From an optimization exercise on the open Yosys and OpenROAD flow, aimed at small area; shortcuts taken in it are not production practice.
Where RTL was checked, it was by simulation tests only, not by an equivalence proof against the original.

## TR
Design Cordic, start of the top module:
module Cordic(clk,rst,phase_step,xin,yin,xout,yout);
input clk;
input rst;
input signed [31:0] phase_step;
input signed [15:0] xin,yin;
output signed [21:0] xout,yout;
reg [31:0] phase_acc;
always @(posedge clk) if (rst) phase_acc <= 32'd0; else phase_acc <= phase_acc + phase_step;
wire [15:0] nxin = -xin;
wire [15:0] nyin = -yin;
reg [21:0] X0, Y0;
reg [21:0] X1, Y1;
reg [21:0] X2, Y2;
reg [21:0] X3, Y3;
reg [21:0] X4, Y4;
reg [21:0] X5, Y5;
reg [21:0] X6, Y6;
reg [21:0] X7, Y7;
reg [21:0] X8, Y8;
reg [21:0] X9, Y9;
reg [21:0] X10, Y10;
reg [21:0] X11, Y11;
reg [21:0] X12, Y12;
reg [21:0] X13, Y13;
reg [21:0] X14, Y14;
reg [21:0] X15, Y15;
reg [21:0] X16, Y16;
reg [21:0] X17, Y17;
reg [21:0] X18, Y18;
reg [21:0] X19, Y19;
reg [21:0] X20, Y20;
reg [21:0] X21, Y21;
reg [30:0] Z0;
reg [29:0] Z1;
reg [29:0] Z2;
reg [28:0] Z3;
reg [27:0] Z4;
reg [26:0] Z5;
reg [25:0] Z6;
reg [24:0] Z7;
reg [23:0] Z8;
reg [22:0] Z9;
reg [21:0] Z10;
reg [20:0] Z11;
reg [19:0] Z12;
reg [18:0] Z13;
reg [17:0] Z14;
reg [16:0] Z15;
reg [15:0] Z16;
  ...
clock: 5.0 ns
lec_check: 0
cap_margin: 20
core_margin: 2
core_utilization: 40
slew_margin: 20
synth_hierarchical: 1
synth_minimum_keep_size: 0
run.sh (not shown) runs the stock make flow with config.mk's settings and CLKGATE_MAP_FILE= SYNTH_SCRIPT=/design/flow/synth_recipe.tcl, a recipe that flattens the netlist after the stock synthesis.
#### Input delta (PW over TR)
Settings: an added CTS_CLUSTER_SIZE of 30; a change of CORE_UTILIZATION from 40 to 60; an added CTS_CLUSTER_DIAMETER of 100.
[summary]
For TR, the worst setup path endpoint was X12[19]$_DFF_P_, unlike PW, where it was X7[21]$_DFF_P_. PW vs TR, utilization after layout went up by 19 points. For the largest stage delay on the critical path, PW came in 0.02 ns lower than TR did. Taking PW over TR, the final-layout clock buffer total ratio works out to 0.32. Compared with TR, PW shows wire length of the first global-routing pass that has gone up by a few percent.
No run of this note included a check of the RTL's function; only the layout flow was run.


Cordic, a different RTL version from the one above (not shown whole).
Size in the first run: roughly 5700 cells after synthesis, about 1400 flip-flops, roughly 110 I/O pins, ~70000 µm² of cells after synthesis.
export LEC_CHECK = 0
export CAP_MARGIN = 20
export CORE_MARGIN = 2
export CORE_UTILIZATION = 70
export CTS_CLUSTER_DIAMETER = 90
export CTS_CLUSTER_SIZE = 30
export SLEW_MARGIN = 20
export SYNTH_HIERARCHICAL = 1
export SYNTH_MINIMUM_KEEP_SIZE = 0
create_clock -name core_clock -period 5.0 [get_ports {clk}]
standard.sh (not shown) runs the stock make flow with config.mk's settings and CLKGATE_MAP_FILE= SYNTH_SCRIPT=/design/flow/synth_recipe.tcl, a recipe that flattens the netlist after the stock synthesis.
==> flow/flow/run.sh <==
#!/bin/bash
# The standard layout (the standard.sh, standard synthesis) with one change to how cells
# are sized: the synthesis buffers are removed at floorplan instead of running the
# floorplan-stage timing repair on the unplaced netlist. ORFS writes each step's full log
# under orfs/logs; make's own output goes to flow_make.log here.
set -euo pipefail
bash standard.sh REMOVE_ABC_BUFFERS=1 finish > flow_make.log 2>&1
The baseline produced a clean layout.
==> next run, changes <==
==> flow/flow/run.sh (replaced) <==
#!/bin/bash
# The standard layout (the standard.sh, standard synthesis) with two changes to how
# cells are sized: the synthesis buffers are removed at floorplan instead of running the
# floorplan-stage timing repair on the unplaced netlist, and after global routing cells on
# paths with positive slack are downsized again (RECOVER_POWER). ORFS writes each step's
# full log under orfs/logs; make's own output goes to flow_make.log here.
set -euo pipefail
bash standard.sh REMOVE_ABC_BUFFERS=1 RECOVER_POWER=100 finish > flow_make.log 2>&1
=> The changed run completed, yet does not pass: capacitance limit, slew limit; clock skew barely changes; worst setup slack improves by 0.0050 ns; wire length barely changes; final area hardly moves; utilization stays flat.


Setup of job 9854:
Cordic, a different RTL version from the one above (not shown whole).
For scale: ~1400 flip-flops, roughly 110 I/O pins.
clock: 5.0 ns
lec_check: 0
cap_margin: 20
core_margin: 2
core_utilization: 70
cts_cluster_diameter: 80
cts_cluster_size: 25
gpl_timing_driven: 0
slew_margin: 20
synth_hierarchical: 1
synth_minimum_keep_size: 0
run.sh (not shown) runs the stock make flow with config.mk's settings and CLKGATE_MAP_FILE= SYNTH_SCRIPT=/design/flow/synth_recipe.tcl, a recipe that flattens the netlist after the stock synthesis.
Stock flow here: none of the scripts above is used.
Edits applied to the flow inputs when going from job 9854 to job 2629:
# job 9854
export LEC_CHECK = 0
export CAP_MARGIN = 20
export CORE_MARGIN = 2
export CORE_UTILIZATION = 70
export CTS_CLUSTER_DIAMETER = 80
export CTS_CLUSTER_SIZE = 25
export GPL_TIMING_DRIVEN = 0
export SLEW_MARGIN = 20
export SYNTH_HIERARCHICAL = 1
export SYNTH_MINIMUM_KEEP_SIZE = 0
create_clock -name core_clock -period 5.0 [get_ports {clk}]
# job 2629
export LEC_CHECK = 0
export CAP_MARGIN = 20
export CORE_MARGIN = 2
export CORE_UTILIZATION = 70
export CTS_CLUSTER_DIAMETER = 80
export CTS_CLUSTER_SIZE = 25
export SLEW_MARGIN = 20
export SYNTH_HIERARCHICAL = 1
export SYNTH_MINIMUM_KEEP_SIZE = 0
create_clock -name core_clock -period 5.0 [get_ports {clk}]
==> flow/flow/run.sh (new file) <==
#!/bin/bash
# Standard layout, but remove the synthesis buffers at floorplan instead of running the
# floorplan-stage timing repair (which upsizes cells against an unplaced, unbuffered netlist).
set -euo pipefail
bash standard.sh REMOVE_ABC_BUFFERS=1 finish > flow_make.log 2>&1
==> flow/standard.sh (new file) <==
#!/bin/bash
# synth_recipe.tcl (not shown) runs the flow's synth.tcl, then flattens the netlist and writes it again
# the make line also repeats each setting of config.mk as NAME=value (left out here)
make -C /OpenROAD-flow-scripts/flow DESIGN_CONFIG=/design/flow/config.mk WORK_HOME=/design/flow/orfs CLKGATE_MAP_FILE= SYNTH_SCRIPT=/design/flow/synth_recipe.tcl "${@:-finish}"
removed: flow/run.sh
Notes after the runs:
For job 2629, the worst setup path endpoint was Z7[24], unlike job 9854, where it was X6[20]. The run showing the greater core occupancy in the finished layout is job 9854. Comparing wire length of the first global-routing pass for job 2629 and job 9854, the bigger number came from job 9854. Changes observed in job 2629 relative to job 9854: slew at the pin closest to its max-slew limit dropped 0.23 ns, buffer count excluding the clock tree in the final layout down about 15%, area growth from synthesis to layout shows a reduction of 2.7 points.


Cordic with an RTL version that a note above also has.
Size in the first run: about 5700 cells after synthesis, about 1400 flip-flops, roughly 110 I/O pins.
clock: 5.0 ns
lec_check: 0
cap_margin: 20
core_margin: 2
core_utilization: 70
cts_cluster_diameter: 80
cts_cluster_size: 25
slew_margin: 20
synth_hierarchical: 1
synth_minimum_keep_size: 0
Stock flow here: none of the scripts above is used.
The first run produced a clean layout.
==> next run, changes <==
==> flow/flow/run.sh (new file) <==
#!/bin/bash
# The standard layout (the standard.sh, standard synthesis) with two changes to how
# cells are sized: the synthesis buffers are removed at floorplan instead of running the
# floorplan-stage timing repair on the unplaced netlist, and after global routing cells on
# paths with positive slack are downsized again (RECOVER_POWER). ORFS writes each step's
# full log under orfs/logs; make's own output goes to flow_make.log here.
set -euo pipefail
bash standard.sh REMOVE_ABC_BUFFERS=1 RECOVER_POWER=100 finish > flow_make.log 2>&1
==> flow/standard.sh (new file) <==
#!/bin/bash
# synth_recipe.tcl (not shown) runs the flow's synth.tcl, then flattens the netlist and writes it again
# the make line also repeats each setting of config.mk as NAME=value (left out here)
make -C /OpenROAD-flow-scripts/flow DESIGN_CONFIG=/design/flow/config.mk WORK_HOME=/design/flow/orfs CLKGATE_MAP_FILE= SYNTH_SCRIPT=/design/flow/synth_recipe.tcl "${@:-finish}"
removed: flow/run.sh
Non-clock buffer count is higher by 12.
Die area is unchanged.
Setup slack is about the same.
Wire length drops by 0.37%.
Maximum frequency hardly moves.
Final area is about the same.
Core utilization is lower by 0.17 points.
Clock skew is about the same.
First-iteration DRC count barely changes.


## v6
Cordic again, from the RTL that the note above started with.
clock: 5.0 ns
lec_check: 0
cap_margin: 20
core_margin: 2
core_utilization: 80
cts_cluster_diameter: 80
cts_cluster_size: 25
slew_margin: 20
synth_hierarchical: 1
synth_minimum_keep_size: 0
Stock flow here: none of the scripts above is used.
v6: flow completed, timing, DRC and antenna clean
Modified inputs, v7 compared to v6
- a change of CTS_CLUSTER_DIAMETER from 80 to 90
- a change of CTS_CLUSTER_SIZE from 25 to 30
- a change of CORE_UTILIZATION from 80 to 70
### Flow results
- The final layout from v7, which completed every stage, passed the timing, design-rule and antenna checks at the end of the flow.
- v6: PASS, flow complete, no timing, DRC or antenna violations
- On period utilization: between v7 and v6, it ends up lower for v7.
- Between v7 and v6, setup slack after placement is lower for v6, v7 comes in above that.
- Taking v6 as the reference point, the routed wire length of v7 falls by 11%.
- v6 has a higher global-route total usage across every layer than v7.
- In terms of post-route standard cell area excluding fillers, v6 and v7 differ only marginally.
- From v6 to v7 the numbers moved as follows: sum of met3 wire segment lengths after detailed routing went up by about 4%; total iterations of the first detailed-routing run went up by 1; post-detailed-placement half-perimeter wirelength went down by 4.9%; layout cell share with drive strength beyond 1 went down by 0.55 points.

-- port drivers added, routing unchanged --
The results above use ideal ports. As a check the final layouts listed here were re-extracted and re-timed, cells and wires unchanged.
Step 1 (the two cells are an assumption about what drives the block):
set clk [get_ports {clk}]
set_driving_cell -lib_cell sky130_fd_sc_hd__clkbuf_16 $clk
set_driving_cell -lib_cell sky130_fd_sc_hd__buf_2 [delete_from_list [all_inputs] $clk]
Step 2, shift: input delay + t, output delay - t, t = (earliest + latest rising clock arrival at the registers) / 2. This alone moves slack from input paths to output paths.
Slacks: no drivers / after step 1 / after step 2; pairs: no drivers / after step 1.
run	t, ns	setup slack, ns	worst setup path after step 2	latest minus earliest clock arrival (ns)
TR	0.839	0.155 / 0.155 / 0.155	register to register	0.057 / 0.057
PW	0.768	0.153 / 0.153 / 0.153	register to register	0.032 / 0.032
the first run of note 2	0.758	0.132 / 0.132 / -0.554	input to register	0.024 / 0.024
the second run of note 2	0.760	0.137 / 0.137 / -0.563	input to register	0.025 / 0.025
job 9854	0.726	0.041 / 0.041 / -0.466	input to register	0.029 / 0.030
job 2629	0.726	0.058 / 0.058 / -0.486	input to register	0.031 / 0.031
the first run of note 4	0.720	0.128 / 0.128 / -0.521	input to register	0.026 / 0.025
the second run of note 4	0.716	0.128 / 0.128 / -0.472	input to register	0.023 / 0.024
v6	0.707	0.094 / 0.094 / -0.479	input to register	0.037 / 0.038
v7	0.768	0.148 / 0.148 / -0.540	input to register	0.035 / 0.034
For the second run of note 2, which loses most, drivers alone change the setup slack by 0.000 ns; drivers and shift together by -0.700 ns.
